From an optimization exercise on the open Yosys and OpenROAD flow, aimed at small area, a short achievable clock period and few clock cycles; shortcuts taken in it are not production practice.

==> trial 18: inputs <==
==> flow/design.v (excerpt) <==
module LASER (
input CLK,
input RST,
input [3:0] X,
input [3:0] Y,
output reg [3:0] C1X,
output reg [3:0] C1Y,
output reg [3:0] C2X,
output reg [3:0] C2Y,
output reg DONE);
==> flow/config.mk <==
export PLATFORM = sky130hd
export DESIGN_NAME = LASER
export DESIGN_NICKNAME = LASER
export VERILOG_FILES = /design/flow/design.v
export SDC_FILE = /design/flow/constraint.sdc
export NUM_CORES = 4
export LEC_CHECK = 0
export CAP_MARGIN = 20
export CORE_MARGIN = 2
export CORE_UTILIZATION = 40
export PLACE_DENSITY = 0.6
export SLEW_MARGIN = 20
==> flow/constraint.sdc <==
create_clock -name core_clock -period 11.0 [get_ports {CLK}]
set_input_delay 2.2000 -clock core_clock [delete_from_list [all_inputs] [get_ports {CLK}]]
set_output_delay 2.2000 -clock core_clock [all_outputs]
set_load 0.01 [all_outputs]
run.sh (not shown) runs the stock make flow with config.mk's settings and CLKGATE_MAP_FILE= SYNTH_SCRIPT=/design/flow/synth_recipe.tcl, a recipe that flattens the netlist after the stock synthesis.
==> trial 29: changes against trial 18 <==
--- a/flow/design.v
+++ b/flow/design.v
@@ -100,10 +100,22 @@
     input [15:0] yoh;    
     begin
         rowhit = |(colmask(c, ty, 1'b0) & yoh);
     end
 endfunction
+function near00;
+    input [3:0] x, y;
+    begin
+        case (x)
+            4'd0: near00 = (y[3:2] == 2'b00) | (y == 4'd4);
+            4'd1, 4'd2: near00 = (y[3:2] == 2'b00);
+            4'd3: near00 = (y[3:2] == 2'b00) & (y[1:0] != 2'b11);
+            4'd4: near00 = (y == 4'd0);
+            default: near00 = 1'b0;
+        endcase
+    end
+endfunction
 wire [15:0] mk0, mk1, mk2, mk3, mk4, mk5, mk6, mk7, mk8, mk9, mk10, mk11, mk12, mk13, mk14, mk15, mk16, mk17, mk18, mk19, mk20, mk21, mk22, mk23, mk24, mk25, mk26, mk27, mk28, mk29, mk30, mk31, mk32, mk33, mk34, mk35, mk36, mk37, mk38, mk39;
 wire [39:0] inF_new;
 wire [15:0] byoh = 16'd1 << by;
 assign mk0 = colmask(cls[0], ty[0], inF[0]);
 assign inF_new[0] = rowhit(cls[0], ty[0], byoh);
@@ -1721,35 +1733,52 @@
 assign pf_73 = pf_68 ^ pf_71 ^ pf_70;
 assign pf_74 = (pf_68 & pf_71) | (pf_68 & pf_70) | (pf_71 & pf_70);
 assign pf_75 = pf_72 ^ pf_74;
 assign pf_76 = pf_72 & pf_74;
 assign nF_next = {pf_76, pf_75, pf_73, pf_69, pf_59, pf_39};
+function ge6;
+    input [5:0] a, b;
+    reg g; integer i;
+    begin
+        g = 1'b1;
+        for (i = 0; i < 6; i = i + 1)
+            g = (a[i] & ~b[i]) | (~(a[i] ^ b[i]) & g);
+        ge6 = g;
+    end
+endfunction
 function [7:0] best4;    
     input [5:0] c0, c1, c2, c3;
-    reg [5:0] ma, mb; reg ia, ib;
+    reg w3, w2, w1;
     begin
-        if (c1 >= c0) begin ma = c1; ia = 1'b1; end else begin ma = c0; ia = 1'b0; end
-        if (c3 >= c2) begin mb = c3; ib = 1'b1; end else begin mb = c2; ib = 1'b0; end
-        if (mb >= ma) best4 = {mb, 1'b1, ib}; else best4 = {ma, 1'b0, ia};
+        w3 = ge6(c3, c2) & ge6(c3, c1) & ge6(c3, c0);
+        w2 = ~ge6(c3, c2) & ge6(c2, c1) & ge6(c2, c0);
+        w1 = ~ge6(c3, c1) & ~ge6(c2, c1) & ge6(c1, c0);
+        if (w3) best4 = {c3, 2'd3};
+        else if (w2) best4 = {c2, 2'd2};
+        else if (w1) best4 = {c1, 2'd1};
+        else best4 = {c0, 2'd0};
     end
 endfunction
 reg [7:0] grp [0:3];
 integer g;
 always @(posedge CLK) begin
     for (g = 0; g < 4; g = g + 1)
         grp[g] <= best4(cnt[4*g], cnt[4*g+1], cnt[4*g+2], cnt[4*g+3]);
 end
-wire [7:0] gA = (grp[1][7:2] >= grp[0][7:2]) ? {grp[1][7:2], 2'd1} : {grp[0][7:2], 2'd0};
-wire [7:0] gB = (grp[3][7:2] >= grp[2][7:2]) ? {grp[3][7:2], 2'd3} : {grp[2][7:2], 2'd2};
-wire [1:0] iA = gA[0] ? grp[1][1:0] : grp[0][1:0];
-wire [1:0] iB = gB[0] ? grp[3][1:0] : grp[2][1:0];
-wire selB = (gB[7:2] >= gA[7:2]);
-wire [5:0] colmax = selB ? gB[7:2] : gA[7:2];
-wire [3:0] colrow = selB ? {gB[1:0], iB} : {gA[1:0], iA};
+wire [5:0] q0 = grp[0][7:2], q1 = grp[1][7:2], q2 = grp[2][7:2], q3 = grp[3][7:2];
+wire e32 = ge6(q3, q2), e31 = ge6(q3, q1), e30 = ge6(q3, q0);
+wire e21 = ge6(q2, q1), e20 = ge6(q2, q0), e10 = ge6(q1, q0);
+wire w3 = e32 & e31 & e30 & ge6(q3, runmax);
+wire w2 = ~e32 & e21 & e20 & ge6(q2, runmax);
+wire w1 = ~e31 & ~e21 & e10 & ge6(q1, runmax);
+wire w0 = ~e30 & ~e20 & ~e10 & ge6(q0, runmax);
+wire colwin = w3 | w2 | w1 | w0;
+wire [5:0] colmax = ({6{w3}} & q3) | ({6{w2}} & q2) | ({6{w1}} & q1) | ({6{w0}} & q0);
+wire [3:0] colrow = ({4{w3}} & {2'd3, grp[3][1:0]}) | ({4{w2}} & {2'd2, grp[2][1:0]}) |
+                    ({4{w1}} & {2'd1, grp[1][1:0]}) | ({4{w0}} & {2'd0, grp[0][1:0]});
 wire [5:0] total = runmax + nF;
-wire improve = (total > best);
-wire [3:0] covF00 = 4'd0;
+wire improve = ~ge6(best, total);
 integer k;
 always @(posedge CLK) begin
     tx[0] <= loading ? X : tx[39];
     ty[0] <= loading ? Y : ty[39];
     cls[0] <= chord(xnext, loading ? X : tx[39]);
@@ -1759,11 +1788,11 @@
         cls[k] <= chord(xnext, tx[k-1]);
     end
     if (state == S_GAP2)
         inF <= {inF_new[38:0], inF_new[39]};
     else if (loading)
-        inF <= {inF[38:0], rowhit(chord(4'd0, X), Y, 16'd1)};
+        inF <= {inF[38:0], near00(X, Y)};
     else
         inF <= {inF[38:0], inF[39]};
     nF <= nF_next;
     xB <= xs;
     xC <= xB;
@@ -1839,11 +1868,11 @@
         end
         default: begin
             lcnt <= 6'd0;
         end
     endcase
-    if (vC && colmax >= runmax) begin
+    if (vC && colwin) begin
         runmax <= colmax;
         bx <= xC;
         by <= colrow;
     end
 end
==> run notes <==
The run finished with no timing, DRC or antenna violations. From synthesis to final layout, the design area changed by 8.73%. The tools report the number of filler instances in the final layout as 17746.

Critical register-to-register path endpoint: runmax[4]. The share of synthesized area in the top cell type comes to 19.3%. At the later pin of the worst-skew pair, clock insertion delay measures 0.74 ns.
(the above is from trial 18)
==> run notes <==
The flow ran to the end and the layout has no timing, DRC or antenna violations. From synthesis to final layout, the design area changed by 8.27%. In this run the critical register-to-register path is captured at ps4_4. The share of synthesized area in the top cell type comes to 18.8%. The tools report the worst-skew pair later-pin latency as 0.77 ns.
(the above is from trial 29)
Function was not checked in any run of this note: the RTL went through the layout flow alone.

port drivers added, routing unchanged:
The flow's constraints put no driver on any port. The routed layouts listed below were extracted and timed again, unchanged, in two steps.
Step 1, drivers: a clkbuf_16 drives CLK and a buf_2 each remaining input, both assumed.
Step 2 times the ports against the registers' clock, not the clock port: input delays grow and output delays shrink by t, the midpoint of the rising clock arrivals with the driver on.
Three values: no drivers, after step 1, after step 2; two values: the first two.
run | t (ns) | slack for setup (ns) | worst setup path at the end | worst data-port slew with drivers (ns) | pins driven straight from the clock port
trial 18 | 0.812 | 5.284 / 5.284 / 4.591 | input to register | 0.04 | 1
trial 29 | 0.830 | 5.779 / 5.779 / 5.779 | register to register | 0.04 | 1
After both steps every run listed still meets setup and hold. For trial 18, which loses most, drivers alone change the setup slack by 0.000 ns; drivers and shift together by -0.693 ns.
